This design comes from an exercise in tuning for small area, a short achievable clock period and few clock cycles on the open sky130 flow, not from production work.
The RTL was checked by simulation tests, not by an equivalence proof against the original design.

==> flow/design.v, too long to show whole: its modules and the start of the top module <==
// module fmultiplier: 736 lines
module fmultiplier(
    input  wire        clk,
    input  wire        rst,
    input  wire        valid,       
    input  wire [31:0] a,
    input  wire [31:0] b,
    output reg  [31:0] z,
    output reg         out_valid    
);
  // ...
==> flow/run.sh <==
#!/bin/bash
# synth_recipe.tcl (not shown) runs the flow's synth.tcl, then flattens the netlist and writes it again
# the make line also repeats each setting of config.mk as NAME=value (left out here)
make -C /OpenROAD-flow-scripts/flow DESIGN_CONFIG=/design/flow/config.mk WORK_HOME=/design/flow/orfs CLKGATE_MAP_FILE= SYNTH_SCRIPT=/design/flow/synth_recipe.tcl finish
==> flow/config.mk <==
export PLATFORM = sky130hd
export DESIGN_NAME = fmultiplier
export DESIGN_NICKNAME = fmultiplier
export VERILOG_FILES = /design/flow/design.v
export SDC_FILE = /design/flow/constraint.sdc
export NUM_CORES = 4
export LEC_CHECK = 0
export CAP_MARGIN = 20
export CORE_MARGIN = 2
export CORE_UTILIZATION = 40
export PLACE_DENSITY = 0.6
export SLEW_MARGIN = 20
==> flow/constraint.sdc <==
create_clock -name core_clock -period 10.0 [get_ports {clk}]
set_input_delay 2.0000 -clock core_clock [delete_from_list [all_inputs] [get_ports {clk}]]
set_output_delay 2.0000 -clock core_clock [all_outputs]
set_load 0.01 [all_outputs]
==> flow_summary_export.csv, run 1 <==
group,metric,value,unit
drt,postRouteAntennaNets,0,
logic_synthesis,yosysSeqAreaShare,0.08601,
drt,vias,27830,
drt,dr_wl_met3,10.35,mm
cells_and_area,largest_reg_flops,48,
cells_and_area,fin_area,29940,µm²
logic_synthesis,synth_area_leaders,"fa_1, dfxtp_1, a22oi_1, xnor2_1, ha_1",
logic_synthesis,yosys-top-cells-count,"inv_1, a22oi_1, fa_1",
clock_network,cts_resized,0,
timing,hold_viol,0,
timing,timing.fmax,0.1064,GHz
drt,wl,111.0,mm
drt,top_layer,"met4",
critical_path,worstSetupEndpointType,"output pin",
cells_and_area,reg_top3,"r_s: 48 flops, r_c: 47 flops, r_e0: 8 flops",
critical_path,worstPathArrival,7400,ps
critical_path,crit_type,"reg2out",
outcome,status,"complete, no violations",
cells_and_area,syn_to_final_growth,8.783,%
Testbench counts, summed over its fixed seeds: cycles 16,000.
==> module fmultiplier, before the edit <==
module fmultiplier(
    input  wire        clk,
    input  wire        rst,
    input  wire        valid,       
    input  wire [31:0] a,
    input  wire [31:0] b,
    output reg  [31:0] z,
    output reg         out_valid    
);
    function automatic [4:0] lz24(input [23:0] x);
        integer i;
        reg found;
        begin
            lz24 = 5'd24;
            found = 1'b0;
            for (i = 23; i >= 0; i = i - 1)
                if (!found && x[i]) begin
                    lz24 = 5'd23 - i[4:0];
                    found = 1'b1;
                end
        end
    endfunction
    function automatic [4:0] tz24(input [23:0] x);
        integer i;
        reg found;
        begin
            tz24 = 5'd24;
            found = 1'b0;
            for (i = 0; i < 24; i = i + 1)
                if (!found && x[i]) begin
                    tz24 = i[4:0];
                    found = 1'b1;
                end
        end
    endfunction
    wire        sa = a[31], sb = b[31];
    wire [7:0]  ea = a[30:23], eb = b[30:23];
    wire [22:0] fa = a[22:0], fb = b[22:0];
    wire a_ez = (ea == 8'h00), b_ez = (eb == 8'h00);
    wire a_eo = (ea == 8'hFF), b_eo = (eb == 8'hFF);
    wire a_fz = (fa == 23'd0), b_fz = (fb == 23'd0);
    wire a_nan  = a_eo & ~a_fz, b_nan  = b_eo & ~b_fz;
    wire a_inf  = a_eo &  a_fz, b_inf  = b_eo &  b_fz;
    wire a_zero = a_ez &  a_fz, b_zero = b_ez &  b_fz;
    wire is_nan  = a_nan | b_nan | (a_inf & b_zero) | (b_inf & a_zero);
    wire is_inf  = a_inf | b_inf;
    wire is_zero = a_zero | b_zero;
    wire [23:0] ma = {~a_ez, fa};
    wire [23:0] mb = {~b_ez, fb};
    wire [7:0]  xa = {ea[7:1], ea[0] | a_ez};
    wire [7:0]  xb = {eb[7:1], eb[0] | b_ez};
    wire [26:0] yb = {2'b00, mb, 1'b0};
    wire [12:0] bn;               
    wire [24:0] bm0, bm1, bm2, bm3, bm4, bm5, bm6, bm7, bm8, bm9, bm10, bm11, bm12;
    wire [24:0] bmx [0:12];
    genvar gi;
    generate
        for (gi = 0; gi < 13; gi = gi + 1) begin : g_booth
            wire d2 = yb[2*gi+2], d1 = yb[2*gi+1], d0 = yb[2*gi];
            wire one = d1 ^ d0;
            wire two = (d2 & ~d1 & ~d0) | (~d2 & d1 & d0);
            assign bn[gi] = d2 & ~(d1 & d0);
            assign bmx[gi] = (({25{one}} & {1'b0, ma}) | ({25{two}} & {ma, 1'b0})) ^ {25{bn[gi]}};
        end
    endgenerate
    assign bm0 = bmx[0];   assign bm1 = bmx[1];   assign bm2 = bmx[2];
    assign bm3 = bmx[3];   assign bm4 = bmx[4];   assign bm5 = bmx[5];
    assign bm6 = bmx[6];   assign bm7 = bmx[7];   assign bm8 = bmx[8];
    assign bm9 = bmx[9];   assign bm10 = bmx[10]; assign bm11 = bmx[11];
    assign bm12 = bmx[12];
    wire hs0 = bn[1] ^ bm0[2];
    wire hc0 = bn[1] & bm0[2];
    wire hs1 = bm0[3] ^ bm1[1];
    wire hc1 = bm0[3] & bm1[1];
    wire fs0 = bn[2] ^ bm0[4] ^ bm1[2];
    wire fc0 = (bn[2] & bm0[4]) | (bn[2] & bm1[2]) | (bm0[4] & bm1[2]);
    wire hs2 = bm2[0] ^ hc1;
    wire hc2 = bm2[0] & hc1;
    wire fs1 = bm0[5] ^ bm1[3] ^ bm2[1];
    wire fc1 = (bm0[5] & bm1[3]) | (bm0[5] & bm2[1]) | (bm1[3] & bm2[1]);
    wire hs3 = fc0 ^ fs1;
    wire hc3 = fc0 & fs1;
    wire fs2 = bn[3] ^ bm0[6] ^ bm1[4];
    wire fc2 = (bn[3] & bm0[6]) | (bn[3] & bm1[4]) | (bm0[6] & bm1[4]);
    wire fs3 = bm2[2] ^ bm3[0] ^ fc1;
    wire fc3 = (bm2[2] & bm3[0]) | (bm2[2] & fc1) | (bm3[0] & fc1);
    wire hs4 = fs2 ^ hc3;
    wire hc4 = fs2 & hc3;
    wire fs4 = bm0[7] ^ bm1[5] ^ bm2[3];
    wire fc4 = (bm0[7] & bm1[5]) | (bm0[7] & bm2[3]) | (bm1[5] & bm2[3]);
    wire fs5 = bm3[1] ^ fc2 ^ fs4;
    wire fc5 = (bm3[1] & fc2) | (bm3[1] & fs4) | (fc2 & fs4);
    wire hs5 = fc3 ^ fs5;
    wire hc5 = fc3 & fs5;
    wire fs6 = bn[4] ^ bm0[8] ^ bm1[6];
    wire fc6 = (bn[4] & bm0[8]) | (bn[4] & bm1[6]) | (bm0[8] & bm1[6]);
    wire fs7 = bm2[4] ^ bm3[2] ^ bm4[0];
    wire fc7 = (bm2[4] & bm3[2]) | (bm2[4] & bm4[0]) | (bm3[2] & bm4[0]);
    wire fs8 = fc4 ^ fs6 ^ fs7;
    wire fc8 = (fc4 & fs6) | (fc4 & fs7) | (fs6 & fs7);
    wire hs6 = fc5 ^ fs8;
    wire hc6 = fc5 & fs8;
    wire fs9 = bm0[9] ^ bm1[7] ^ bm2[5];
    wire fc9 = (bm0[9] & bm1[7]) | (bm0[9] & bm2[5]) | (bm1[7] & bm2[5]);
    wire fs10 = bm3[3] ^ bm4[1] ^ fc6;
    wire fc10 = (bm3[3] & bm4[1]) | (bm3[3] & fc6) | (bm4[1] & fc6);
    wire fs11 = fc7 ^ fs9 ^ fc8;
    wire fc11 = (fc7 & fs9) | (fc7 & fc8) | (fs9 & fc8);
    wire hs7 = fs10 ^ hc6;
    wire hc7 = fs10 & hc6;
    wire fs12 = bn[5] ^ bm0[10] ^ bm1[8];
    wire fc12 = (bn[5] & bm0[10]) | (bn[5] & bm1[8]) | (bm0[10] & bm1[8]);
    wire fs13 = bm2[6] ^ bm3[4] ^ bm4[2];
    wire fc13 = (bm2[6] & bm3[4]) | (bm2[6] & bm4[2]) | (bm3[4] & bm4[2]);
    wire fs14 = bm5[0] ^ fc9 ^ fs12;
    wire fc14 = (bm5[0] & fc9) | (bm5[0] & fs12) | (fc9 & fs12);
    wire fs15 = fs13 ^ fc10 ^ fs14;
    wire fc15 = (fs13 & fc10) | (fs13 & fs14) | (fc10 & fs14);
    wire hs8 = fc11 ^ fs15;
    wire hc8 = fc11 & fs15;
    wire fs16 = bm0[11] ^ bm1[9] ^ bm2[7];
    wire fc16 = (bm0[11] & bm1[9]) | (bm0[11] & bm2[7]) | (bm1[9] & bm2[7]);
    wire fs17 = bm3[5] ^ bm4[3] ^ bm5[1];
    wire fc17 = (bm3[5] & bm4[3]) | (bm3[5] & bm5[1]) | (bm4[3] & bm5[1]);
    wire fs18 = fc12 ^ fc13 ^ fs16;
    wire fc18 = (fc12 & fc13) | (fc12 & fs16) | (fc13 & fs16);
    wire fs19 = fs17 ^ fc14 ^ fs18;
    wire fc19 = (fs17 & fc14) | (fs17 & fs18) | (fc14 & fs18);
    wire hs9 = fc15 ^ fs19;
    wire hc9 = fc15 & fs19;
    wire fs20 = bn[6] ^ bm0[12] ^ bm1[10];
    wire fc20 = (bn[6] & bm0[12]) | (bn[6] & bm1[10]) | (bm0[12] & bm1[10]);
    wire fs21 = bm2[8] ^ bm3[6] ^ bm4[4];
    wire fc21 = (bm2[8] & bm3[6]) | (bm2[8] & bm4[4]) | (bm3[6] & bm4[4]);
    wire fs22 = bm5[2] ^ bm6[0] ^ fc16;
    wire fc22 = (bm5[2] & bm6[0]) | (bm5[2] & fc16) | (bm6[0] & fc16);
    wire fs23 = fc17 ^ fs20 ^ fs21;
    wire fc23 = (fc17 & fs20) | (fc17 & fs21) | (fs20 & fs21);
    wire fs24 = fc18 ^ fs22 ^ fs23;
    wire fc24 = (fc18 & fs22) | (fc18 & fs23) | (fs22 & fs23);
    wire hs10 = fc19 ^ fs24;
    wire hc10 = fc19 & fs24;
    wire fs25 = bm0[13] ^ bm1[11] ^ bm2[9];
    wire fc25 = (bm0[13] & bm1[11]) | (bm0[13] & bm2[9]) | (bm1[11] & bm2[9]);
    wire fs26 = bm3[7] ^ bm4[5] ^ bm5[3];
    wire fc26 = (bm3[7] & bm4[5]) | (bm3[7] & bm5[3]) | (bm4[5] & bm5[3]);
    wire fs27 = bm6[1] ^ fc20 ^ fc21;
    wire fc27 = (bm6[1] & fc20) | (bm6[1] & fc21) | (fc20 & fc21);
    wire fs28 = fs25 ^ fs26 ^ fc22;
    wire fc28 = (fs25 & fs26) | (fs25 & fc22) | (fs26 & fc22);
    wire fs29 = fc23 ^ fs27 ^ fs28;
    wire fc29 = (fc23 & fs27) | (fc23 & fs28) | (fs27 & fs28);
    wire hs11 = fc24 ^ hc10;
    wire hc11 = fc24 & hc10;
    wire fs30 = bn[7] ^ bm0[14] ^ bm1[12];
    wire fc30 = (bn[7] & bm0[14]) | (bn[7] & bm1[12]) | (bm0[14] & bm1[12]);
    wire fs31 = bm2[10] ^ bm3[8] ^ bm4[6];
    wire fc31 = (bm2[10] & bm3[8]) | (bm2[10] & bm4[6]) | (bm3[8] & bm4[6]);
    wire fs32 = bm5[4] ^ bm6[2] ^ bm7[0];
    wire fc32 = (bm5[4] & bm6[2]) | (bm5[4] & bm7[0]) | (bm6[2] & bm7[0]);
    wire fs33 = fc25 ^ fc26 ^ fs30;
    wire fc33 = (fc25 & fc26) | (fc25 & fs30) | (fc26 & fs30);
    wire fs34 = fs31 ^ fs32 ^ fc27;
    wire fc34 = (fs31 & fs32) | (fs31 & fc27) | (fs32 & fc27);
    wire fs35 = fs33 ^ fc28 ^ fs34;
    wire fc35 = (fs33 & fc28) | (fs33 & fs34) | (fc28 & fs34);
    wire hs12 = fc29 ^ fs35;
    wire hc12 = fc29 & fs35;
    wire fs36 = bm0[15] ^ bm1[13] ^ bm2[11];
    wire fc36 = (bm0[15] & bm1[13]) | (bm0[15] & bm2[11]) | (bm1[13] & bm2[11]);
    wire fs37 = bm3[9] ^ bm4[7] ^ bm5[5];
    wire fc37 = (bm3[9] & bm4[7]) | (bm3[9] & bm5[5]) | (bm4[7] & bm5[5]);
    wire fs38 = bm6[3] ^ bm7[1] ^ fc30;
    wire fc38 = (bm6[3] & bm7[1]) | (bm6[3] & fc30) | (bm7[1] & fc30);
    wire fs39 = fc31 ^ fc32 ^ fs36;
    wire fc39 = (fc31 & fc32) | (fc31 & fs36) | (fc32 & fs36);
    wire fs40 = fs37 ^ fc33 ^ fs38;
    wire fc40 = (fs37 & fc33) | (fs37 & fs38) | (fc33 & fs38);
    wire fs41 = fs39 ^ fc34 ^ fs40;
    wire fc41 = (fs39 & fc34) | (fs39 & fs40) | (fc34 & fs40);
    wire hs13 = fc35 ^ fs41;
    wire hc13 = fc35 & fs41;
    wire fs42 = bn[8] ^ bm0[16] ^ bm1[14];
    wire fc42 = (bn[8] & bm0[16]) | (bn[8] & bm1[14]) | (bm0[16] & bm1[14]);
    wire fs43 = bm2[12] ^ bm3[10] ^ bm4[8];
    wire fc43 = (bm2[12] & bm3[10]) | (bm2[12] & bm4[8]) | (bm3[10] & bm4[8]);
    wire fs44 = bm5[6] ^ bm6[4] ^ bm7[2];
    wire fc44 = (bm5[6] & bm6[4]) | (bm5[6] & bm7[2]) | (bm6[4] & bm7[2]);
    wire fs45 = bm8[0] ^ fc36 ^ fc37;
    wire fc45 = (bm8[0] & fc36) | (bm8[0] & fc37) | (fc36 & fc37);
    wire fs46 = fs42 ^ fs43 ^ fs44;
    wire fc46 = (fs42 & fs43) | (fs42 & fs44) | (fs43 & fs44);
    wire fs47 = fc38 ^ fc39 ^ fs45;
    wire fc47 = (fc38 & fc39) | (fc38 & fs45) | (fc39 & fs45);
    wire fs48 = fs46 ^ fc40 ^ fs47;
    wire fc48 = (fs46 & fc40) | (fs46 & fs47) | (fc40 & fs47);
    wire hs14 = fc41 ^ fs48;
    wire hc14 = fc41 & fs48;
    wire fs49 = bm0[17] ^ bm1[15] ^ bm2[13];
    wire fc49 = (bm0[17] & bm1[15]) | (bm0[17] & bm2[13]) | (bm1[15] & bm2[13]);
    wire fs50 = bm3[11] ^ bm4[9] ^ bm5[7];
    wire fc50 = (bm3[11] & bm4[9]) | (bm3[11] & bm5[7]) | (bm4[9] & bm5[7]);
    wire fs51 = bm6[5] ^ bm7[3] ^ bm8[1];
    wire fc51 = (bm6[5] & bm7[3]) | (bm6[5] & bm8[1]) | (bm7[3] & bm8[1]);
    wire fs52 = fc42 ^ fc43 ^ fc44;
    wire fc52 = (fc42 & fc43) | (fc42 & fc44) | (fc43 & fc44);
    wire fs53 = fs49 ^ fs50 ^ fs51;
    wire fc53 = (fs49 & fs50) | (fs49 & fs51) | (fs50 & fs51);
    wire fs54 = fc45 ^ fc46 ^ fs52;
    wire fc54 = (fc45 & fc46) | (fc45 & fs52) | (fc46 & fs52);
    wire fs55 = fs53 ^ fc47 ^ fs54;
    wire fc55 = (fs53 & fc47) | (fs53 & fs54) | (fc47 & fs54);
    wire hs15 = fc48 ^ fs55;
    wire hc15 = fc48 & fs55;
    wire fs56 = bn[9] ^ bm0[18] ^ bm1[16];
    wire fc56 = (bn[9] & bm0[18]) | (bn[9] & bm1[16]) | (bm0[18] & bm1[16]);
    wire fs57 = bm2[14] ^ bm3[12] ^ bm4[10];
    wire fc57 = (bm2[14] & bm3[12]) | (bm2[14] & bm4[10]) | (bm3[12] & bm4[10]);
    wire fs58 = bm5[8] ^ bm6[6] ^ bm7[4];
    wire fc58 = (bm5[8] & bm6[6]) | (bm5[8] & bm7[4]) | (bm6[6] & bm7[4]);
    wire fs59 = bm8[2] ^ bm9[0] ^ fc49;
    wire fc59 = (bm8[2] & bm9[0]) | (bm8[2] & fc49) | (bm9[0] & fc49);
    wire fs60 = fc50 ^ fc51 ^ fs56;
    wire fc60 = (fc50 & fc51) | (fc50 & fs56) | (fc51 & fs56);
    wire fs61 = fs57 ^ fs58 ^ fc52;
    wire fc61 = (fs57 & fs58) | (fs57 & fc52) | (fs58 & fc52);
    wire fs62 = fc53 ^ fs59 ^ fs60;
    wire fc62 = (fc53 & fs59) | (fc53 & fs60) | (fs59 & fs60);
    wire fs63 = fc54 ^ fs61 ^ fs62;
    wire fc63 = (fc54 & fs61) | (fc54 & fs62) | (fs61 & fs62);
    wire hs16 = fc55 ^ fs63;
    wire hc16 = fc55 & fs63;
    wire fs64 = bm0[19] ^ bm1[17] ^ bm2[15];
    wire fc64 = (bm0[19] & bm1[17]) | (bm0[19] & bm2[15]) | (bm1[17] & bm2[15]);
    wire fs65 = bm3[13] ^ bm4[11] ^ bm5[9];
    wire fc65 = (bm3[13] & bm4[11]) | (bm3[13] & bm5[9]) | (bm4[11] & bm5[9]);
    wire fs66 = bm6[7] ^ bm7[5] ^ bm8[3];
    wire fc66 = (bm6[7] & bm7[5]) | (bm6[7] & bm8[3]) | (bm7[5] & bm8[3]);
    wire fs67 = bm9[1] ^ fc56 ^ fc57;
    wire fc67 = (bm9[1] & fc56) | (bm9[1] & fc57) | (fc56 & fc57);
    wire fs68 = fc58 ^ fs64 ^ fs65;
    wire fc68 = (fc58 & fs64) | (fc58 & fs65) | (fs64 & fs65);
    wire fs69 = fs66 ^ fc59 ^ fc60;
    wire fc69 = (fs66 & fc59) | (fs66 & fc60) | (fc59 & fc60);
    wire fs70 = fs67 ^ fs68 ^ fc61;
    wire fc70 = (fs67 & fs68) | (fs67 & fc61) | (fs68 & fc61);
    wire fs71 = fc62 ^ fs69 ^ fs70;
    wire fc71 = (fc62 & fs69) | (fc62 & fs70) | (fs69 & fs70);
    wire hs17 = fc63 ^ hc16;
    wire hc17 = fc63 & hc16;
    wire fs72 = bn[10] ^ bm0[20] ^ bm1[18];
    wire fc72 = (bn[10] & bm0[20]) | (bn[10] & bm1[18]) | (bm0[20] & bm1[18]);
    wire fs73 = bm2[16] ^ bm3[14] ^ bm4[12];
    wire fc73 = (bm2[16] & bm3[14]) | (bm2[16] & bm4[12]) | (bm3[14] & bm4[12]);
    wire fs74 = bm5[10] ^ bm6[8] ^ bm7[6];
    wire fc74 = (bm5[10] & bm6[8]) | (bm5[10] & bm7[6]) | (bm6[8] & bm7[6]);
    wire fs75 = bm8[4] ^ bm9[2] ^ bm10[0];
    wire fc75 = (bm8[4] & bm9[2]) | (bm8[4] & bm10[0]) | (bm9[2] & bm10[0]);
    wire fs76 = fc64 ^ fc65 ^ fc66;
    wire fc76 = (fc64 & fc65) | (fc64 & fc66) | (fc65 & fc66);
    wire fs77 = fs72 ^ fs73 ^ fs74;
    wire fc77 = (fs72 & fs73) | (fs72 & fs74) | (fs73 & fs74);
    wire fs78 = fs75 ^ fc67 ^ fc68;
    wire fc78 = (fs75 & fc67) | (fs75 & fc68) | (fc67 & fc68);
    wire fs79 = fs76 ^ fs77 ^ fc69;
    wire fc79 = (fs76 & fs77) | (fs76 & fc69) | (fs77 & fc69);
    wire fs80 = fs78 ^ fc70 ^ fs79;
    wire fc80 = (fs78 & fc70) | (fs78 & fs79) | (fc70 & fs79);
    wire hs18 = fc71 ^ fs80;
    wire hc18 = fc71 & fs80;
    wire fs81 = bm0[21] ^ bm1[19] ^ bm2[17];
    wire fc81 = (bm0[21] & bm1[19]) | (bm0[21] & bm2[17]) | (bm1[19] & bm2[17]);
    wire fs82 = bm3[15] ^ bm4[13] ^ bm5[11];
    wire fc82 = (bm3[15] & bm4[13]) | (bm3[15] & bm5[11]) | (bm4[13] & bm5[11]);
    wire fs83 = bm6[9] ^ bm7[7] ^ bm8[5];
    wire fc83 = (bm6[9] & bm7[7]) | (bm6[9] & bm8[5]) | (bm7[7] & bm8[5]);
    wire fs84 = bm9[3] ^ bm10[1] ^ fc72;
    wire fc84 = (bm9[3] & bm10[1]) | (bm9[3] & fc72) | (bm10[1] & fc72);
    wire fs85 = fc73 ^ fc74 ^ fc75;
    wire fc85 = (fc73 & fc74) | (fc73 & fc75) | (fc74 & fc75);
    wire fs86 = fs81 ^ fs82 ^ fs83;
    wire fc86 = (fs81 & fs82) | (fs81 & fs83) | (fs82 & fs83);
    wire fs87 = fc76 ^ fc77 ^ fs84;
    wire fc87 = (fc76 & fc77) | (fc76 & fs84) | (fc77 & fs84);
    wire fs88 = fs85 ^ fs86 ^ fc78;
    wire fc88 = (fs85 & fs86) | (fs85 & fc78) | (fs86 & fc78);
    wire fs89 = fs87 ^ fc79 ^ fs88;
    wire fc89 = (fs87 & fc79) | (fs87 & fs88) | (fc79 & fs88);
    wire hs19 = fc80 ^ fs89;
    wire hc19 = fc80 & fs89;
    wire fs90 = bn[11] ^ bm0[22] ^ bm1[20];
    wire fc90 = (bn[11] & bm0[22]) | (bn[11] & bm1[20]) | (bm0[22] & bm1[20]);
    wire fs91 = bm2[18] ^ bm3[16] ^ bm4[14];
    wire fc91 = (bm2[18] & bm3[16]) | (bm2[18] & bm4[14]) | (bm3[16] & bm4[14]);
    wire fs92 = bm5[12] ^ bm6[10] ^ bm7[8];
    wire fc92 = (bm5[12] & bm6[10]) | (bm5[12] & bm7[8]) | (bm6[10] & bm7[8]);
    wire fs93 = bm8[6] ^ bm9[4] ^ bm10[2];
    wire fc93 = (bm8[6] & bm9[4]) | (bm8[6] & bm10[2]) | (bm9[4] & bm10[2]);
    wire fs94 = bm11[0] ^ fc81 ^ fc82;
    wire fc94 = (bm11[0] & fc81) | (bm11[0] & fc82) | (fc81 & fc82);
    wire fs95 = fc83 ^ fs90 ^ fs91;
    wire fc95 = (fc83 & fs90) | (fc83 & fs91) | (fs90 & fs91);
    wire fs96 = fs92 ^ fs93 ^ fc84;
    wire fc96 = (fs92 & fs93) | (fs92 & fc84) | (fs93 & fc84);
    wire fs97 = fc85 ^ fc86 ^ fs94;
    wire fc97 = (fc85 & fc86) | (fc85 & fs94) | (fc86 & fs94);
    wire fs98 = fs95 ^ fc87 ^ fs96;
    wire fc98 = (fs95 & fc87) | (fs95 & fs96) | (fc87 & fs96);
    wire fs99 = fs97 ^ fc88 ^ fs98;
    wire fc99 = (fs97 & fc88) | (fs97 & fs98) | (fc88 & fs98);
    wire hs20 = fc89 ^ fs99;
    wire hc20 = fc89 & fs99;
    wire fs100 = bm0[23] ^ bm1[21] ^ bm2[19];
    wire fc100 = (bm0[23] & bm1[21]) | (bm0[23] & bm2[19]) | (bm1[21] & bm2[19]);
    wire fs101 = bm3[17] ^ bm4[15] ^ bm5[13];
    wire fc101 = (bm3[17] & bm4[15]) | (bm3[17] & bm5[13]) | (bm4[15] & bm5[13]);
    wire fs102 = bm6[11] ^ bm7[9] ^ bm8[7];
    wire fc102 = (bm6[11] & bm7[9]) | (bm6[11] & bm8[7]) | (bm7[9] & bm8[7]);
    wire fs103 = bm9[5] ^ bm10[3] ^ bm11[1];
    wire fc103 = (bm9[5] & bm10[3]) | (bm9[5] & bm11[1]) | (bm10[3] & bm11[1]);
    wire fs104 = fc90 ^ fc91 ^ fc92;
    wire fc104 = (fc90 & fc91) | (fc90 & fc92) | (fc91 & fc92);
    wire fs105 = fc93 ^ fs100 ^ fs101;
    wire fc105 = (fc93 & fs100) | (fc93 & fs101) | (fs100 & fs101);
    wire fs106 = fs102 ^ fs103 ^ fc94;
    wire fc106 = (fs102 & fs103) | (fs102 & fc94) | (fs103 & fc94);
    wire fs107 = fc95 ^ fs104 ^ fs105;
    wire fc107 = (fc95 & fs104) | (fc95 & fs105) | (fs104 & fs105);
    wire fs108 = fc96 ^ fc97 ^ fs106;
    wire fc108 = (fc96 & fc97) | (fc96 & fs106) | (fc97 & fs106);
    wire fs109 = fs107 ^ fc98 ^ fs108;
    wire fc109 = (fs107 & fc98) | (fs107 & fs108) | (fc98 & fs108);
    wire hs21 = fc99 ^ fs109;
    wire hc21 = fc99 & fs109;
    wire fs110 = bn[12] ^ bm0[24] ^ bm1[22];
    wire fc110 = (bn[12] & bm0[24]) | (bn[12] & bm1[22]) | (bm0[24] & bm1[22]);
    wire fs111 = bm2[20] ^ bm3[18] ^ bm4[16];
    wire fc111 = (bm2[20] & bm3[18]) | (bm2[20] & bm4[16]) | (bm3[18] & bm4[16]);
    wire fs112 = bm5[14] ^ bm6[12] ^ bm7[10];
    wire fc112 = (bm5[14] & bm6[12]) | (bm5[14] & bm7[10]) | (bm6[12] & bm7[10]);
    wire fs113 = bm8[8] ^ bm9[6] ^ bm10[4];
    wire fc113 = (bm8[8] & bm9[6]) | (bm8[8] & bm10[4]) | (bm9[6] & bm10[4]);
    wire fs114 = bm11[2] ^ bm12[0] ^ fc100;
    wire fc114 = (bm11[2] & bm12[0]) | (bm11[2] & fc100) | (bm12[0] & fc100);
    wire fs115 = fc101 ^ fc102 ^ fc103;
    wire fc115 = (fc101 & fc102) | (fc101 & fc103) | (fc102 & fc103);
    wire fs116 = fs110 ^ fs111 ^ fs112;
    wire fc116 = (fs110 & fs111) | (fs110 & fs112) | (fs111 & fs112);
    wire fs117 = fs113 ^ fc104 ^ fc105;
    wire fc117 = (fs113 & fc104) | (fs113 & fc105) | (fc104 & fc105);
    wire fs118 = fs114 ^ fs115 ^ fs116;
    wire fc118 = (fs114 & fs115) | (fs114 & fs116) | (fs115 & fs116);
    wire fs119 = fc106 ^ fc107 ^ fs117;
    wire fc119 = (fc106 & fc107) | (fc106 & fs117) | (fc107 & fs117);
    wire fs120 = fs118 ^ fc108 ^ fs119;
    wire fc120 = (fs118 & fc108) | (fs118 & fs119) | (fc108 & fs119);
    wire hs22 = fc109 ^ fs120;
    wire hc22 = fc109 & fs120;
    wire fs121 = 1'b1 ^ ~bn[0] ^ bm1[23];
    wire fc121 = (1'b1 & ~bn[0]) | (1'b1 & bm1[23]) | (~bn[0] & bm1[23]);
    wire fs122 = bm2[21] ^ bm3[19] ^ bm4[17];
    wire fc122 = (bm2[21] & bm3[19]) | (bm2[21] & bm4[17]) | (bm3[19] & bm4[17]);
    wire fs123 = bm5[15] ^ bm6[13] ^ bm7[11];
    wire fc123 = (bm5[15] & bm6[13]) | (bm5[15] & bm7[11]) | (bm6[13] & bm7[11]);
    wire fs124 = bm8[9] ^ bm9[7] ^ bm10[5];
    wire fc124 = (bm8[9] & bm9[7]) | (bm8[9] & bm10[5]) | (bm9[7] & bm10[5]);
    wire fs125 = bm11[3] ^ bm12[1] ^ fc110;
    wire fc125 = (bm11[3] & bm12[1]) | (bm11[3] & fc110) | (bm12[1] & fc110);
    wire fs126 = fc111 ^ fc112 ^ fc113;
    wire fc126 = (fc111 & fc112) | (fc111 & fc113) | (fc112 & fc113);
    wire fs127 = fs121 ^ fs122 ^ fs123;
    wire fc127 = (fs121 & fs122) | (fs121 & fs123) | (fs122 & fs123);
    wire fs128 = fs124 ^ fc114 ^ fc115;
    wire fc128 = (fs124 & fc114) | (fs124 & fc115) | (fc114 & fc115);
    wire fs129 = fc116 ^ fs125 ^ fs126;
    wire fc129 = (fc116 & fs125) | (fc116 & fs126) | (fs125 & fs126);
    wire fs130 = fs127 ^ fc117 ^ fs128;
    wire fc130 = (fs127 & fc117) | (fs127 & fs128) | (fc117 & fs128);
    wire fs131 = fc118 ^ fs129 ^ fs130;
    wire fc131 = (fc118 & fs129) | (fc118 & fs130) | (fs129 & fs130);
    wire fs132 = fc119 ^ fs131 ^ fc120;
    wire fc132 = (fc119 & fs131) | (fc119 & fc120) | (fs131 & fc120);
    wire fs133 = 1'b1 ^ bm1[24] ^ bm2[22];
    wire fc133 = (1'b1 & bm1[24]) | (1'b1 & bm2[22]) | (bm1[24] & bm2[22]);
    wire fs134 = bm3[20] ^ bm4[18] ^ bm5[16];
    wire fc134 = (bm3[20] & bm4[18]) | (bm3[20] & bm5[16]) | (bm4[18] & bm5[16]);
    wire fs135 = bm6[14] ^ bm7[12] ^ bm8[10];
    wire fc135 = (bm6[14] & bm7[12]) | (bm6[14] & bm8[10]) | (bm7[12] & bm8[10]);
    wire fs136 = bm9[8] ^ bm10[6] ^ bm11[4];
    wire fc136 = (bm9[8] & bm10[6]) | (bm9[8] & bm11[4]) | (bm10[6] & bm11[4]);
    wire fs137 = bm12[2] ^ fc121 ^ fc122;
    wire fc137 = (bm12[2] & fc121) | (bm12[2] & fc122) | (fc121 & fc122);
    wire fs138 = fc123 ^ fc124 ^ fs133;
    wire fc138 = (fc123 & fc124) | (fc123 & fs133) | (fc124 & fs133);
    wire fs139 = fs134 ^ fs135 ^ fs136;
    wire fc139 = (fs134 & fs135) | (fs134 & fs136) | (fs135 & fs136);
    wire fs140 = fc125 ^ fc126 ^ fc127;
    wire fc140 = (fc125 & fc126) | (fc125 & fc127) | (fc126 & fc127);
    wire fs141 = fs137 ^ fs138 ^ fs139;
    wire fc141 = (fs137 & fs138) | (fs137 & fs139) | (fs138 & fs139);
    wire fs142 = fc128 ^ fc129 ^ fs140;
    wire fc142 = (fc128 & fc129) | (fc128 & fs140) | (fc129 & fs140);
    wire fs143 = fs141 ^ fc130 ^ fs142;
    wire fc143 = (fs141 & fc130) | (fs141 & fs142) | (fc130 & fs142);
    wire hs23 = fc131 ^ fs143;
    wire hc23 = fc131 & fs143;
    wire fs144 = ~bn[1] ^ bm2[23] ^ bm3[21];
    wire fc144 = (~bn[1] & bm2[23]) | (~bn[1] & bm3[21]) | (bm2[23] & bm3[21]);
    wire fs145 = bm4[19] ^ bm5[17] ^ bm6[15];
    wire fc145 = (bm4[19] & bm5[17]) | (bm4[19] & bm6[15]) | (bm5[17] & bm6[15]);
    wire fs146 = bm7[13] ^ bm8[11] ^ bm9[9];
    wire fc146 = (bm7[13] & bm8[11]) | (bm7[13] & bm9[9]) | (bm8[11] & bm9[9]);
    wire fs147 = bm10[7] ^ bm11[5] ^ bm12[3];
    wire fc147 = (bm10[7] & bm11[5]) | (bm10[7] & bm12[3]) | (bm11[5] & bm12[3]);
    wire fs148 = fc133 ^ fc134 ^ fc135;
    wire fc148 = (fc133 & fc134) | (fc133 & fc135) | (fc134 & fc135);
    wire fs149 = fc136 ^ fs144 ^ fs145;
    wire fc149 = (fc136 & fs144) | (fc136 & fs145) | (fs144 & fs145);
    wire fs150 = fs146 ^ fs147 ^ fc137;
    wire fc150 = (fs146 & fs147) | (fs146 & fc137) | (fs147 & fc137);
    wire fs151 = fc138 ^ fc139 ^ fs148;
    wire fc151 = (fc138 & fc139) | (fc138 & fs148) | (fc139 & fs148);
    wire fs152 = fs149 ^ fc140 ^ fs150;
    wire fc152 = (fs149 & fc140) | (fs149 & fs150) | (fc140 & fs150);
    wire fs153 = fc141 ^ fs151 ^ fs152;
    wire fc153 = (fc141 & fs151) | (fc141 & fs152) | (fs151 & fs152);
    wire fs154 = fc142 ^ fs153 ^ fc143;
    wire fc154 = (fc142 & fs153) | (fc142 & fc143) | (fs153 & fc143);
    wire fs155 = 1'b1 ^ bm2[24] ^ bm3[22];
    wire fc155 = (1'b1 & bm2[24]) | (1'b1 & bm3[22]) | (bm2[24] & bm3[22]);
    wire fs156 = bm4[20] ^ bm5[18] ^ bm6[16];
    wire fc156 = (bm4[20] & bm5[18]) | (bm4[20] & bm6[16]) | (bm5[18] & bm6[16]);
    wire fs157 = bm7[14] ^ bm8[12] ^ bm9[10];
    wire fc157 = (bm7[14] & bm8[12]) | (bm7[14] & bm9[10]) | (bm8[12] & bm9[10]);
    wire fs158 = bm10[8] ^ bm11[6] ^ bm12[4];
    wire fc158 = (bm10[8] & bm11[6]) | (bm10[8] & bm12[4]) | (bm11[6] & bm12[4]);
    wire fs159 = fc144 ^ fc145 ^ fc146;
    wire fc159 = (fc144 & fc145) | (fc144 & fc146) | (fc145 & fc146);
    wire fs160 = fc147 ^ fs155 ^ fs156;
    wire fc160 = (fc147 & fs155) | (fc147 & fs156) | (fs155 & fs156);
    wire fs161 = fs157 ^ fs158 ^ fc148;
    wire fc161 = (fs157 & fs158) | (fs157 & fc148) | (fs158 & fc148);
    wire fs162 = fc149 ^ fs159 ^ fs160;
    wire fc162 = (fc149 & fs159) | (fc149 & fs160) | (fs159 & fs160);
    wire fs163 = fc150 ^ fc151 ^ fs161;
    wire fc163 = (fc150 & fc151) | (fc150 & fs161) | (fc151 & fs161);
    wire fs164 = fs162 ^ fc152 ^ fs163;
    wire fc164 = (fs162 & fc152) | (fs162 & fs163) | (fc152 & fs163);
    wire hs24 = fc153 ^ fs164;
    wire hc24 = fc153 & fs164;
    wire fs165 = ~bn[2] ^ bm3[23] ^ bm4[21];
    wire fc165 = (~bn[2] & bm3[23]) | (~bn[2] & bm4[21]) | (bm3[23] & bm4[21]);
    wire fs166 = bm5[19] ^ bm6[17] ^ bm7[15];
    wire fc166 = (bm5[19] & bm6[17]) | (bm5[19] & bm7[15]) | (bm6[17] & bm7[15]);
    wire fs167 = bm8[13] ^ bm9[11] ^ bm10[9];
    wire fc167 = (bm8[13] & bm9[11]) | (bm8[13] & bm10[9]) | (bm9[11] & bm10[9]);
    wire fs168 = bm11[7] ^ bm12[5] ^ fc155;
    wire fc168 = (bm11[7] & bm12[5]) | (bm11[7] & fc155) | (bm12[5] & fc155);
    wire fs169 = fc156 ^ fc157 ^ fc158;
    wire fc169 = (fc156 & fc157) | (fc156 & fc158) | (fc157 & fc158);
    wire fs170 = fs165 ^ fs166 ^ fs167;
    wire fc170 = (fs165 & fs166) | (fs165 & fs167) | (fs166 & fs167);
    wire fs171 = fc159 ^ fc160 ^ fs168;
    wire fc171 = (fc159 & fc160) | (fc159 & fs168) | (fc160 & fs168);
    wire fs172 = fs169 ^ fs170 ^ fc161;
    wire fc172 = (fs169 & fs170) | (fs169 & fc161) | (fs170 & fc161);
    wire fs173 = fc162 ^ fs171 ^ fc163;
    wire fc173 = (fc162 & fs171) | (fc162 & fc163) | (fs171 & fc163);
    wire fs174 = fs172 ^ fc164 ^ fs173;
    wire fc174 = (fs172 & fc164) | (fs172 & fs173) | (fc164 & fs173);
    wire fs175 = 1'b1 ^ bm3[24] ^ bm4[22];
    wire fc175 = (1'b1 & bm3[24]) | (1'b1 & bm4[22]) | (bm3[24] & bm4[22]);
    wire fs176 = bm5[20] ^ bm6[18] ^ bm7[16];
    wire fc176 = (bm5[20] & bm6[18]) | (bm5[20] & bm7[16]) | (bm6[18] & bm7[16]);
    wire fs177 = bm8[14] ^ bm9[12] ^ bm10[10];
    wire fc177 = (bm8[14] & bm9[12]) | (bm8[14] & bm10[10]) | (bm9[12] & bm10[10]);
    wire fs178 = bm11[8] ^ bm12[6] ^ fc165;
    wire fc178 = (bm11[8] & bm12[6]) | (bm11[8] & fc165) | (bm12[6] & fc165);
    wire fs179 = fc166 ^ fc167 ^ fs175;
    wire fc179 = (fc166 & fc167) | (fc166 & fs175) | (fc167 & fs175);
    wire fs180 = fs176 ^ fs177 ^ fc168;
    wire fc180 = (fs176 & fs177) | (fs176 & fc168) | (fs177 & fc168);
    wire fs181 = fc169 ^ fc170 ^ fs178;
    wire fc181 = (fc169 & fc170) | (fc169 & fs178) | (fc170 & fs178);
    wire fs182 = fs179 ^ fc171 ^ fs180;
    wire fc182 = (fs179 & fc171) | (fs179 & fs180) | (fc171 & fs180);
    wire fs183 = fs181 ^ fc172 ^ fs182;
    wire fc183 = (fs181 & fc172) | (fs181 & fs182) | (fc172 & fs182);
    wire hs25 = fc173 ^ fs183;
    wire hc25 = fc173 & fs183;
    wire fs184 = ~bn[3] ^ bm4[23] ^ bm5[21];
    wire fc184 = (~bn[3] & bm4[23]) | (~bn[3] & bm5[21]) | (bm4[23] & bm5[21]);
    wire fs185 = bm6[19] ^ bm7[17] ^ bm8[15];
    wire fc185 = (bm6[19] & bm7[17]) | (bm6[19] & bm8[15]) | (bm7[17] & bm8[15]);
    wire fs186 = bm9[13] ^ bm10[11] ^ bm11[9];
    wire fc186 = (bm9[13] & bm10[11]) | (bm9[13] & bm11[9]) | (bm10[11] & bm11[9]);
    wire fs187 = bm12[7] ^ fc175 ^ fc176;
    wire fc187 = (bm12[7] & fc175) | (bm12[7] & fc176) | (fc175 & fc176);
    wire fs188 = fc177 ^ fs184 ^ fs185;
    wire fc188 = (fc177 & fs184) | (fc177 & fs185) | (fs184 & fs185);
    wire fs189 = fs186 ^ fc178 ^ fc179;
    wire fc189 = (fs186 & fc178) | (fs186 & fc179) | (fc178 & fc179);
    wire fs190 = fs187 ^ fs188 ^ fc180;
    wire fc190 = (fs187 & fs188) | (fs187 & fc180) | (fs188 & fc180);
    wire fs191 = fc181 ^ fs189 ^ fc182;
    wire fc191 = (fc181 & fs189) | (fc181 & fc182) | (fs189 & fc182);
    wire fs192 = fs190 ^ fc183 ^ fs191;
    wire fc192 = (fs190 & fc183) | (fs190 & fs191) | (fc183 & fs191);
    wire fs193 = 1'b1 ^ bm4[24] ^ bm5[22];
    wire fc193 = (1'b1 & bm4[24]) | (1'b1 & bm5[22]) | (bm4[24] & bm5[22]);
    wire fs194 = bm6[20] ^ bm7[18] ^ bm8[16];
    wire fc194 = (bm6[20] & bm7[18]) | (bm6[20] & bm8[16]) | (bm7[18] & bm8[16]);
    wire fs195 = bm9[14] ^ bm10[12] ^ bm11[10];
    wire fc195 = (bm9[14] & bm10[12]) | (bm9[14] & bm11[10]) | (bm10[12] & bm11[10]);
    wire fs196 = bm12[8] ^ fc184 ^ fc185;
    wire fc196 = (bm12[8] & fc184) | (bm12[8] & fc185) | (fc184 & fc185);
    wire fs197 = fc186 ^ fs193 ^ fs194;
    wire fc197 = (fc186 & fs193) | (fc186 & fs194) | (fs193 & fs194);
    wire fs198 = fs195 ^ fc187 ^ fc188;
    wire fc198 = (fs195 & fc187) | (fs195 & fc188) | (fc187 & fc188);
    wire fs199 = fs196 ^ fs197 ^ fc189;
    wire fc199 = (fs196 & fs197) | (fs196 & fc189) | (fs197 & fc189);
    wire fs200 = fs198 ^ fc190 ^ fs199;
    wire fc200 = (fs198 & fc190) | (fs198 & fs199) | (fc190 & fs199);
    wire hs26 = fc191 ^ fs200;
    wire hc26 = fc191 & fs200;
    wire fs201 = ~bn[4] ^ bm5[23] ^ bm6[21];
    wire fc201 = (~bn[4] & bm5[23]) | (~bn[4] & bm6[21]) | (bm5[23] & bm6[21]);
    wire fs202 = bm7[19] ^ bm8[17] ^ bm9[15];
    wire fc202 = (bm7[19] & bm8[17]) | (bm7[19] & bm9[15]) | (bm8[17] & bm9[15]);
    wire fs203 = bm10[13] ^ bm11[11] ^ bm12[9];
    wire fc203 = (bm10[13] & bm11[11]) | (bm10[13] & bm12[9]) | (bm11[11] & bm12[9]);
    wire fs204 = fc193 ^ fc194 ^ fc195;
    wire fc204 = (fc193 & fc194) | (fc193 & fc195) | (fc194 & fc195);
    wire fs205 = fs201 ^ fs202 ^ fs203;
    wire fc205 = (fs201 & fs202) | (fs201 & fs203) | (fs202 & fs203);
    wire fs206 = fc196 ^ fc197 ^ fs204;
    wire fc206 = (fc196 & fc197) | (fc196 & fs204) | (fc197 & fs204);
    wire fs207 = fs205 ^ fc198 ^ fs206;
    wire fc207 = (fs205 & fc198) | (fs205 & fs206) | (fc198 & fs206);
    wire fs208 = fc199 ^ fs207 ^ fc200;
    wire fc208 = (fc199 & fs207) | (fc199 & fc200) | (fs207 & fc200);
    wire fs209 = 1'b1 ^ bm5[24] ^ bm6[22];
    wire fc209 = (1'b1 & bm5[24]) | (1'b1 & bm6[22]) | (bm5[24] & bm6[22]);
    wire fs210 = bm7[20] ^ bm8[18] ^ bm9[16];
    wire fc210 = (bm7[20] & bm8[18]) | (bm7[20] & bm9[16]) | (bm8[18] & bm9[16]);
    wire fs211 = bm10[14] ^ bm11[12] ^ bm12[10];
    wire fc211 = (bm10[14] & bm11[12]) | (bm10[14] & bm12[10]) | (bm11[12] & bm12[10]);
    wire fs212 = fc201 ^ fc202 ^ fc203;
    wire fc212 = (fc201 & fc202) | (fc201 & fc203) | (fc202 & fc203);
    wire fs213 = fs209 ^ fs210 ^ fs211;
    wire fc213 = (fs209 & fs210) | (fs209 & fs211) | (fs210 & fs211);
    wire fs214 = fc204 ^ fc205 ^ fs212;
    wire fc214 = (fc204 & fc205) | (fc204 & fs212) | (fc205 & fs212);
    wire fs215 = fs213 ^ fc206 ^ fs214;
    wire fc215 = (fs213 & fc206) | (fs213 & fs214) | (fc206 & fs214);
    wire hs27 = fc207 ^ fs215;
    wire hc27 = fc207 & fs215;
    wire fs216 = ~bn[5] ^ bm6[23] ^ bm7[21];
    wire fc216 = (~bn[5] & bm6[23]) | (~bn[5] & bm7[21]) | (bm6[23] & bm7[21]);
    wire fs217 = bm8[19] ^ bm9[17] ^ bm10[15];
    wire fc217 = (bm8[19] & bm9[17]) | (bm8[19] & bm10[15]) | (bm9[17] & bm10[15]);
    wire fs218 = bm11[13] ^ bm12[11] ^ fc209;
    wire fc218 = (bm11[13] & bm12[11]) | (bm11[13] & fc209) | (bm12[11] & fc209);
    wire fs219 = fc210 ^ fc211 ^ fs216;
    wire fc219 = (fc210 & fc211) | (fc210 & fs216) | (fc211 & fs216);
    wire fs220 = fs217 ^ fc212 ^ fc213;
    wire fc220 = (fs217 & fc212) | (fs217 & fc213) | (fc212 & fc213);
    wire fs221 = fs218 ^ fs219 ^ fc214;
    wire fc221 = (fs218 & fs219) | (fs218 & fc214) | (fs219 & fc214);
    wire fs222 = fs220 ^ fs221 ^ fc215;
    wire fc222 = (fs220 & fs221) | (fs220 & fc215) | (fs221 & fc215);
    wire fs223 = 1'b1 ^ bm6[24] ^ bm7[22];
    wire fc223 = (1'b1 & bm6[24]) | (1'b1 & bm7[22]) | (bm6[24] & bm7[22]);
    wire fs224 = bm8[20] ^ bm9[18] ^ bm10[16];
    wire fc224 = (bm8[20] & bm9[18]) | (bm8[20] & bm10[16]) | (bm9[18] & bm10[16]);
    wire fs225 = bm11[14] ^ bm12[12] ^ fc216;
    wire fc225 = (bm11[14] & bm12[12]) | (bm11[14] & fc216) | (bm12[12] & fc216);
    wire fs226 = fc217 ^ fs223 ^ fs224;
    wire fc226 = (fc217 & fs223) | (fc217 & fs224) | (fs223 & fs224);
    wire fs227 = fc218 ^ fc219 ^ fs225;
    wire fc227 = (fc218 & fc219) | (fc218 & fs225) | (fc219 & fs225);
    wire fs228 = fs226 ^ fc220 ^ fs227;
    wire fc228 = (fs226 & fc220) | (fs226 & fs227) | (fc220 & fs227);
    wire hs28 = fc221 ^ fs228;
    wire hc28 = fc221 & fs228;
    wire fs229 = ~bn[6] ^ bm7[23] ^ bm8[21];
    wire fc229 = (~bn[6] & bm7[23]) | (~bn[6] & bm8[21]) | (bm7[23] & bm8[21]);
    wire fs230 = bm9[19] ^ bm10[17] ^ bm11[15];
    wire fc230 = (bm9[19] & bm10[17]) | (bm9[19] & bm11[15]) | (bm10[17] & bm11[15]);
    wire fs231 = bm12[13] ^ fc223 ^ fc224;
    wire fc231 = (bm12[13] & fc223) | (bm12[13] & fc224) | (fc223 & fc224);
    wire fs232 = fs229 ^ fs230 ^ fc225;
    wire fc232 = (fs229 & fs230) | (fs229 & fc225) | (fs230 & fc225);
    wire fs233 = fc226 ^ fs231 ^ fc227;
    wire fc233 = (fc226 & fs231) | (fc226 & fc227) | (fs231 & fc227);
    wire fs234 = fs232 ^ fs233 ^ fc228;
    wire fc234 = (fs232 & fs233) | (fs232 & fc228) | (fs233 & fc228);
    wire fs235 = 1'b1 ^ bm7[24] ^ bm8[22];
    wire fc235 = (1'b1 & bm7[24]) | (1'b1 & bm8[22]) | (bm7[24] & bm8[22]);
    wire fs236 = bm9[20] ^ bm10[18] ^ bm11[16];
    wire fc236 = (bm9[20] & bm10[18]) | (bm9[20] & bm11[16]) | (bm10[18] & bm11[16]);
    wire fs237 = bm12[14] ^ fc229 ^ fc230;
    wire fc237 = (bm12[14] & fc229) | (bm12[14] & fc230) | (fc229 & fc230);
    wire fs238 = fs235 ^ fs236 ^ fc231;
    wire fc238 = (fs235 & fs236) | (fs235 & fc231) | (fs236 & fc231);
    wire fs239 = fs237 ^ fc232 ^ fs238;
    wire fc239 = (fs237 & fc232) | (fs237 & fs238) | (fc232 & fs238);
    wire hs29 = fc233 ^ fs239;
    wire hc29 = fc233 & fs239;
    wire fs240 = ~bn[7] ^ bm8[23] ^ bm9[21];
    wire fc240 = (~bn[7] & bm8[23]) | (~bn[7] & bm9[21]) | (bm8[23] & bm9[21]);
    wire fs241 = bm10[19] ^ bm11[17] ^ bm12[15];
    wire fc241 = (bm10[19] & bm11[17]) | (bm10[19] & bm12[15]) | (bm11[17] & bm12[15]);
    wire fs242 = fc235 ^ fc236 ^ fs240;
    wire fc242 = (fc235 & fc236) | (fc235 & fs240) | (fc236 & fs240);
    wire fs243 = fs241 ^ fc237 ^ fs242;
    wire fc243 = (fs241 & fc237) | (fs241 & fs242) | (fc237 & fs242);
    wire fs244 = fc238 ^ fs243 ^ fc239;
    wire fc244 = (fc238 & fs243) | (fc238 & fc239) | (fs243 & fc239);
    wire fs245 = 1'b1 ^ bm8[24] ^ bm9[22];
    wire fc245 = (1'b1 & bm8[24]) | (1'b1 & bm9[22]) | (bm8[24] & bm9[22]);
    wire fs246 = bm10[20] ^ bm11[18] ^ bm12[16];
    wire fc246 = (bm10[20] & bm11[18]) | (bm10[20] & bm12[16]) | (bm11[18] & bm12[16]);
    wire fs247 = fc240 ^ fc241 ^ fs245;
    wire fc247 = (fc240 & fc241) | (fc240 & fs245) | (fc241 & fs245);
    wire fs248 = fs246 ^ fc242 ^ fs247;
    wire fc248 = (fs246 & fc242) | (fs246 & fs247) | (fc242 & fs247);
    wire hs30 = fc243 ^ fs248;
    wire hc30 = fc243 & fs248;
    wire fs249 = ~bn[8] ^ bm9[23] ^ bm10[21];
    wire fc249 = (~bn[8] & bm9[23]) | (~bn[8] & bm10[21]) | (bm9[23] & bm10[21]);
    wire fs250 = bm11[19] ^ bm12[17] ^ fc245;
    wire fc250 = (bm11[19] & bm12[17]) | (bm11[19] & fc245) | (bm12[17] & fc245);
    wire fs251 = fc246 ^ fs249 ^ fc247;
    wire fc251 = (fc246 & fs249) | (fc246 & fc247) | (fs249 & fc247);
    wire fs252 = fs250 ^ fc248 ^ fs251;
    wire fc252 = (fs250 & fc248) | (fs250 & fs251) | (fc248 & fs251);
    wire fs253 = 1'b1 ^ bm9[24] ^ bm10[22];
    wire fc253 = (1'b1 & bm9[24]) | (1'b1 & bm10[22]) | (bm9[24] & bm10[22]);
    wire fs254 = bm11[20] ^ bm12[18] ^ fc249;
    wire fc254 = (bm11[20] & bm12[18]) | (bm11[20] & fc249) | (bm12[18] & fc249);
    wire fs255 = fs253 ^ fc250 ^ fs254;
    wire fc255 = (fs253 & fc250) | (fs253 & fs254) | (fc250 & fs254);
    wire hs31 = fc251 ^ fs255;
    wire hc31 = fc251 & fs255;
    wire fs256 = ~bn[9] ^ bm10[23] ^ bm11[21];
    wire fc256 = (~bn[9] & bm10[23]) | (~bn[9] & bm11[21]) | (bm10[23] & bm11[21]);
    wire fs257 = bm12[19] ^ fc253 ^ fs256;
    wire fc257 = (bm12[19] & fc253) | (bm12[19] & fs256) | (fc253 & fs256);
    wire fs258 = fc254 ^ fs257 ^ fc255;
    wire fc258 = (fc254 & fs257) | (fc254 & fc255) | (fs257 & fc255);
    wire fs259 = 1'b1 ^ bm10[24] ^ bm11[22];
    wire fc259 = (1'b1 & bm10[24]) | (1'b1 & bm11[22]) | (bm10[24] & bm11[22]);
    wire fs260 = bm12[20] ^ fc256 ^ fs259;
    wire fc260 = (bm12[20] & fc256) | (bm12[20] & fs259) | (fc256 & fs259);
    wire hs32 = fc257 ^ fs260;
    wire hc32 = fc257 & fs260;
    wire fs261 = ~bn[10] ^ bm11[23] ^ bm12[21];
    wire fc261 = (~bn[10] & bm11[23]) | (~bn[10] & bm12[21]) | (bm11[23] & bm12[21]);
    wire fs262 = fc259 ^ fs261 ^ fc260;
    wire fc262 = (fc259 & fs261) | (fc259 & fc260) | (fs261 & fc260);
    wire fs263 = 1'b1 ^ bm11[24] ^ bm12[22];
    wire fc263 = (1'b1 & bm11[24]) | (1'b1 & bm12[22]) | (bm11[24] & bm12[22]);
    wire hs33 = fc261 ^ fs263;
    wire hc33 = fc261 & fs263;
    wire fs264 = ~bn[11] ^ bm12[23] ^ fc263;
    wire fc264 = (~bn[11] & bm12[23]) | (~bn[11] & fc263) | (bm12[23] & fc263);
    wire [47:0] s_row = {hc33, hs33, hc32, hs32, hc31, hs31, hc30, hs30, hc29, hs29, hc28, hs28, hc27, hs27, hc26, hs26, hc25, hs25, hc24, hs24, hc23, hs23, hc22, hc21, hc20, hc19, hc18, hc17, fs71, hc15, hc14, hc13, hc12, hc11, fs29, hc9, hc8, hc7, fs11, hc5, hc4, fs3, hc2, fs0, hc0, bm1[0], bm0[1], bn[0]};
    wire [47:0] c_row = {fs264, fc262, fs262, fc258, fs258, fc252, fs252, fc244, fs244, fc234, fs234, fc222, fs222, fc208, fs208, fc192, fs192, fc174, fs174, fc154, fs154, fc132, fs132, hs22, hs21, hs20, hs19, hs18, hs17, hs16, hs15, hs14, hs13, hs12, hs11, hs10, hs9, hs8, hs7, hs6, hs5, hs4, hs3, hs2, hs1, hs0, 1'b0, bm0[0]};
    wire [23:0] mn  = a_ez ? ma : mb;
    wire [4:0]  lzs = lz24(mn);                     
    wire [5:0]  tzs = tz24(ma) + tz24(mb);          
    wire [8:0]  xs  = {1'b0, xa} + {1'b0, xb};
    wire signed [10:0] u  = $signed({2'b00, xs}) - $signed({6'd0, lzs}) - 11'sd128;
    wire        nrm = ~u[10];                       
    wire [4:0]  t1  = 5'd23 - lzs;                  
    wire signed [10:0] t2 = 11'sd151 - $signed({2'b00, xs});    
    wire [5:0]  t2c = (t2 > 11'sd63) ? 6'd63 : t2[5:0];
    wire [5:0]  tsh = nrm ? {1'b0, t1} : t2c;       
    wire [7:0]  e_0 = nrm ? u[7:0] : 8'd0;          
    wire [5:0]  tzl = tzs + {1'b0, lzs};
    wire        st1 = nrm ? (tzl < 6'd23) : ($signed({5'd0, tzs}) < t2);
    wire        st0 = nrm ? (tzl < 6'd22) : ($signed({5'd0, tzs}) + 11'sd1 < t2);
    wire        ovf_hi = nrm & (u >= 11'sd254);
    wire        ovf_eq = nrm & (u == 11'sd253);
    reg [47:0] r_s, r_c;
    reg [5:0]  r_tsh;
    reg [7:0]  r_e0;
    reg        r_st1, r_st0, r_ovh, r_ove, r_sz, r_nan, r_inf, r_zero;
    always @(posedge clk) begin
        r_s    <= s_row;
        r_c    <= c_row;
        r_tsh  <= tsh;
        r_e0   <= e_0;
        r_st1  <= st1;
        r_st0  <= st0;
        r_ovh  <= ovf_hi & ~is_zero;
        r_ove  <= ovf_eq & ~is_zero;
        r_sz   <= sa ^ sb;
        r_nan  <= is_nan;
        r_inf  <= is_inf;
        r_zero <= is_zero;
    end
    always @(posedge clk or posedge rst) begin
        if (rst)
            out_valid <= 1'b0;
        else
            out_valid <= valid;
    end
    wire [47:0] p = r_s + r_c;
    wire [70:0] x  = {p, 23'd0};
    wire [70:0] qx = x >> r_tsh;
    wire [47:22] q = qx[47:22];
    wire [7:0]  e_1 = r_e0 + 8'd1;
    wire [7:0]  e_2 = r_e0 + 8'd2;
    wire [23:0] m  = q[47] ? q[47:24] : q[46:23];
    wire        g  = q[47] ? q[23] : q[22];
    wire        st = q[47] ? r_st1 : r_st0;
    wire [7:0]  ef = q[47] ? e_2 : (q[46] ? e_1 : r_e0);
    wire        inc = g & (st | m[0]);
    wire [30:0] pk0 = {ef, m[22:0]};
    wire [30:0] pk1 = pk0 + 31'd1;
    wire [30:0] pk  = inc ? pk1 : pk0;
    wire        ovf = r_ovh | (r_ove & q[47]);
    always @(*) begin
        if (r_nan)
            z = 32'h7FC0_0000;
        else if (r_inf | ovf)
            z = {r_sz, 8'hFF, 23'd0};
        else if (r_zero)
            z = {r_sz, 31'd0};
        else
            z = {r_sz, pk};
    end
endmodule
==> run 2, diff against run 1 <==
--- a/flow/design.v
+++ b/flow/design.v
@@ -685,13 +685,19 @@
     wire        st0 = nrm ? (tzl < 6'd22) : ($signed({5'd0, tzs}) + 11'sd1 < t2);
     wire        ovf_hi = nrm & (u >= 11'sd254);
     wire        ovf_eq = nrm & (u == 11'sd253);
-    reg [47:0] r_s, r_c;
+    localparam K = 24;
+    wire [K:0]  p_lo = {1'b0, s_row[K-1:0]} + {1'b0, c_row[K-1:0]};
+    reg [47:K] r_s, r_c;
+    reg [K-1:0] r_plo;
+    reg        r_cy;
     reg [5:0]  r_tsh;
     reg [7:0]  r_e0;
     reg        r_st1, r_st0, r_ovh, r_ove, r_sz, r_nan, r_inf, r_zero;
     always @(posedge clk) begin
-        r_s    <= s_row;
-        r_c    <= c_row;
+        r_s    <= s_row[47:K];
+        r_c    <= c_row[47:K];
+        r_plo  <= p_lo[K-1:0];
+        r_cy   <= p_lo[K];
         r_tsh  <= tsh;
         r_e0   <= e_0;
         r_st1  <= st1;
@@ -709,21 +715,23 @@
         else
             out_valid <= valid;
     end
-    wire [47:0] p = r_s + r_c;
+    wire [47:K] p_hi = r_s + r_c + {{(47-K){1'b0}}, r_cy};
+    wire [47:0] p = {p_hi, r_plo};
     wire [70:0] x  = {p, 23'd0};
     wire [70:0] qx = x >> r_tsh;
     wire [47:22] q = qx[47:22];
     wire [7:0]  e_1 = r_e0 + 8'd1;
     wire [7:0]  e_2 = r_e0 + 8'd2;
-    wire [23:0] m  = q[47] ? q[47:24] : q[46:23];
-    wire        g  = q[47] ? q[23] : q[22];
-    wire        st = q[47] ? r_st1 : r_st0;
-    wire [7:0]  ef = q[47] ? e_2 : (q[46] ? e_1 : r_e0);
-    wire        inc = g & (st | m[0]);
-    wire [30:0] pk0 = {ef, m[22:0]};
-    wire [30:0] pk1 = pk0 + 31'd1;
-    wire [30:0] pk  = inc ? pk1 : pk0;
-    wire        ovf = r_ovh | (r_ove & q[47]);
+    wire        inc_h = q[23] & (r_st1 | q[24]);
+    wire [30:0] pk_h0 = {e_2, q[46:24]};
+    wire [30:0] pk_h1 = pk_h0 + 31'd1;
+    wire [30:0] pk_h  = inc_h ? pk_h1 : pk_h0;
+    wire        inc_l = q[22] & (r_st0 | q[23]);
+    wire [30:0] pk_l0 = {(q[46] ? e_1 : r_e0), q[45:23]};
+    wire [30:0] pk_l1 = pk_l0 + 31'd1;
+    wire [30:0] pk_l  = inc_l ? pk_l1 : pk_l0;
+    wire [30:0] pk    = q[47] ? pk_h : pk_l;
+    wire        ovf   = r_ovh | (r_ove & q[47]);
     always @(*) begin
         if (r_nan)
             z = 32'h7FC0_0000;
==> run 2 against run 1 <==
Utilization down 0.22 points. Still clean on timing, DRC and antenna. Clock-buffer cell count shrank 12. Die area is 5.9% lower. Critical path type is now in2reg. Critical endpoint is now r_tsh[0].
==> flow_summary_export.csv, run 2 <==
group,metric,value,unit
clock_network,postCtsSetupBuffers,0,
global_route,overflow,0,
logic_synthesis,synthDistinctLibCells,114,
cells_and_area,reg_top3,"r_c: 24 flops, r_plo: 24 flops, r_s: 24 flops",
critical_path,critical_path.slowest_cell,"a22oi_1",
timing,post-route-period-util,0.8800,
clock_network,cts_num_sinks,96,
floorplan,core_area,64230,µm²
timing,worst_pin_slew,1062,ps
logic_synthesis,synth_area,25870,µm²
clock_network,clkTransAtPathRegs,80,ps
global_route,grt_util_all_layers,0.2753,
floorplan,die_area,66720,µm²
critical_path,worstSetupEndpointType,"flop",
critical_path,cp_common_cell,"nor2_1",
critical_path,startpoint,"a[27]",
drt,vias_per_cell,6.036,
drt,postRouteAntennaNets,0,
floorplan,die_w,258.3,µm
cells_and_area,final_nets,3627,
logic_synthesis,yosysWarnings,1,
timing,fin_hold_ws,1777,ps
clock_network,cts_max_path_buffers,2,
critical_path,crit_type,"in2reg",
logic_synthesis,syn_inst,3202,
logic_synthesis,yosysMostFrequentCell,"inv_1",
timing,setup_tns,0,ps
global_route,antenna_found_initial,2,
floorplan,dieHeight,258.3,µm
clock_network,cts_buffers,9,
floorplan,io_pins,100,
cells_and_area,final_cell_mix,"inv_1, a22oi_1, fa_1",
drt,first_iter_violations,2821,
critical_path,critical_path.max_fanout,21,
global_route,busiest_layer,"met2",
logic_synthesis,syn-num-nets,3675,
clock_network,ctsHoldBuffers,0,
clock_network,cts_tree,"built",
clock_network,cts_max_level,3,
logic_synthesis,synthArstFlopShare,0.01042,
timing,timing.fmax,0.1136,GHz
critical_path,worstPathArrival,9070,ps
logic_synthesis,synth_area_leaders,"fa_1, xnor2_1, a22oi_1, dfxtp_1, ha_1",
timing,relSlewSlack,0.2917,
global_route,met2_usage,0.4257,
job,cap_viol_max_count,0,
drt,drc,0,
critical_path,critPathLaunchType,"input port",
cells_and_area,final_common_cell,"inv_1",
placement,post-place-ws,992.3,ps
min_path,min_path_type,"in2async",
logic_synthesis,yosysSeqAreaShare,0.07448,
logic_synthesis,yosys_register_bits,96,
outcome,status,"complete, no violations",
placement,dpl.hpwl,71.52,mm
clock_network,cts_resized,0,
timing,rsz0062_at_grt,"false",
placement,port_buffers,99,
floorplan,placementRows,93,
cells_and_area,syn_to_final_growth,8.222,%
critical_path,crit_end,"r_tsh[0]",
timing,finalSetupViolations,0,
logic_synthesis,synth.top_cell.area_share,0.1989,
logic_synthesis,synthFlopType,"dfxtp_1",
global_route,grt_pass1_vias,23410,
drt,vias,24240,
floorplan,initial_core_util,0.4028,
timing,setup_slack,1200,ps
drt,routedWlPerCell,23.21,µm
critical_path,max_stage_delay,750,ps
drt,wl,93.19,mm
drt,firstDrtPassIters,6,
clock_network,root_buffer,"clkbuf_16",
timing,final_max_slew_viol_count,0,
global_route,met3_usage,0.03687,
timing,hold_viol,0,
global_route,grt_max_degree,54,
logic_synthesis,synth_top_area_cell,"fa_1",
placement,gp_congestion,1.022,
global_route,grt_pass1_wl,143.9,mm
logic_synthesis,post_synth.cell_area_avg,8.079,µm²
logic_synthesis,synth_edf_count,0,
cells_and_area,fin_util,0.4359,
global_route,use_met1,0.3853,
critical_path,cp.required,10270,ps
cells_and_area,layout-drive-gt1-share,0.07376,
timing,fin_crit,8800,ps
logic_synthesis,yosys-top-cells-count,"inv_1, a22oi_1, fa_1",
-- run 2: changes by cell type in the layout (fill, tap and decap cells not counted), sizes merged, moves of 29 or more --
cell and delta:
a21oi -30, nor2 -39, inv +29, o21ai -42, xnor2 +42, nand2 -44
-- run 2: through the flow --
stage	cell area, µm²	instances
4_1_cts	27980	4014
6_report	28000	4016
3_3_place_gp	27670	3998
5_1_grt	28000	4016
2_1_floorplan	25870	3202
3_5_place_dp	27670	3998
-- run 2: layout make-up --
cell class | instances | area (µm²)
Fill cell | 6576 | 36230
Multi-Input combinational cell | 2520 | 21740
Sequential cell | 96 | 1931
Timing Repair Buffer | 187 | 1659
Inverter | 340 | 1276
Tap cell | 855 | 1070
Clock buffer | 9 | 225.2
Clock inverter | 7 | 91.34
Antenna cell | 2 | 5.005
-- run 2: critical path, delay by kind of cell --
kind,cells,cell delay [ps]
adders and majority gates,1,460
xor gates and xnor gates,1,170
AOI/OAI and AO/OA,10,2940
buffers and inverters,2,660
and+or+nand+nor,11,2820
-- run 2: how the worst min path moves through the flow --
stage / endpoint / slack, ps / from
finish: out_valid / 1780 / rst
detailed placement: out_valid / 2150 / rst
global route: out_valid / 1780 / rst
floorplan: out_valid / 1730 / rst
CTS: out_valid / 1760 / rst
global placement: out_valid / 2150 / rst
-- run 2: layer usage --
layer | wire length (µm) | vias to the layer above
li1 | - | 11110
met1 | 41040 | 11670
met2 | 40450 | 1222
met3 | 7385 | 246
met4 | 4311 | 0
met5 | 0 | -
-- run 2: cell families after synthesis --
group           Yosys count  share of synthesized area
fa+ha+maj               406                     0.2709
flops                    96                    0.07448
xor+xnor                413                     0.1405
mux                      68                    0.03550
buf+inv                 586                    0.08827
compound gates          839                     0.2344
simple gates            794                     0.1559
Testbench counts of run 2, summed over its fixed seeds: cycles 16,000.

[re-timing with driven ports]
In the flow no input, the clock included, has a driving cell. The finished layouts below were timed again as built, in two steps.
Step 1 assumes that a clkbuf_16 drives the clock port and a buf_2 every other input.
Step 2 also shifts input and output timing later by t, the mid clock arrival at the registers, as if the neighbouring blocks saw the same clock.
a / b / c = ideal ports / drivers / drivers and shift; a / b = the first two.
run | t, ns | slack for setup (ns) | hold WS [ns] | worst setup path at the end | latest minus earliest clock arrival (ns)
run 1 | 0.465 | 0.598 / 0.550 / 0.965 | 1.703 / 1.675 / 2.140 | input to register | 0.019 / 0.019
run 2 | 0.406 | 1.200 / 1.224 / 0.818 | 1.777 / 1.745 / 2.151 | input to register | 0.014 / 0.014
After both steps every run listed still meets setup and hold. The setup slack of run 2, which loses most, moves by +0.024 ns with the drivers and by -0.382 ns with both steps.
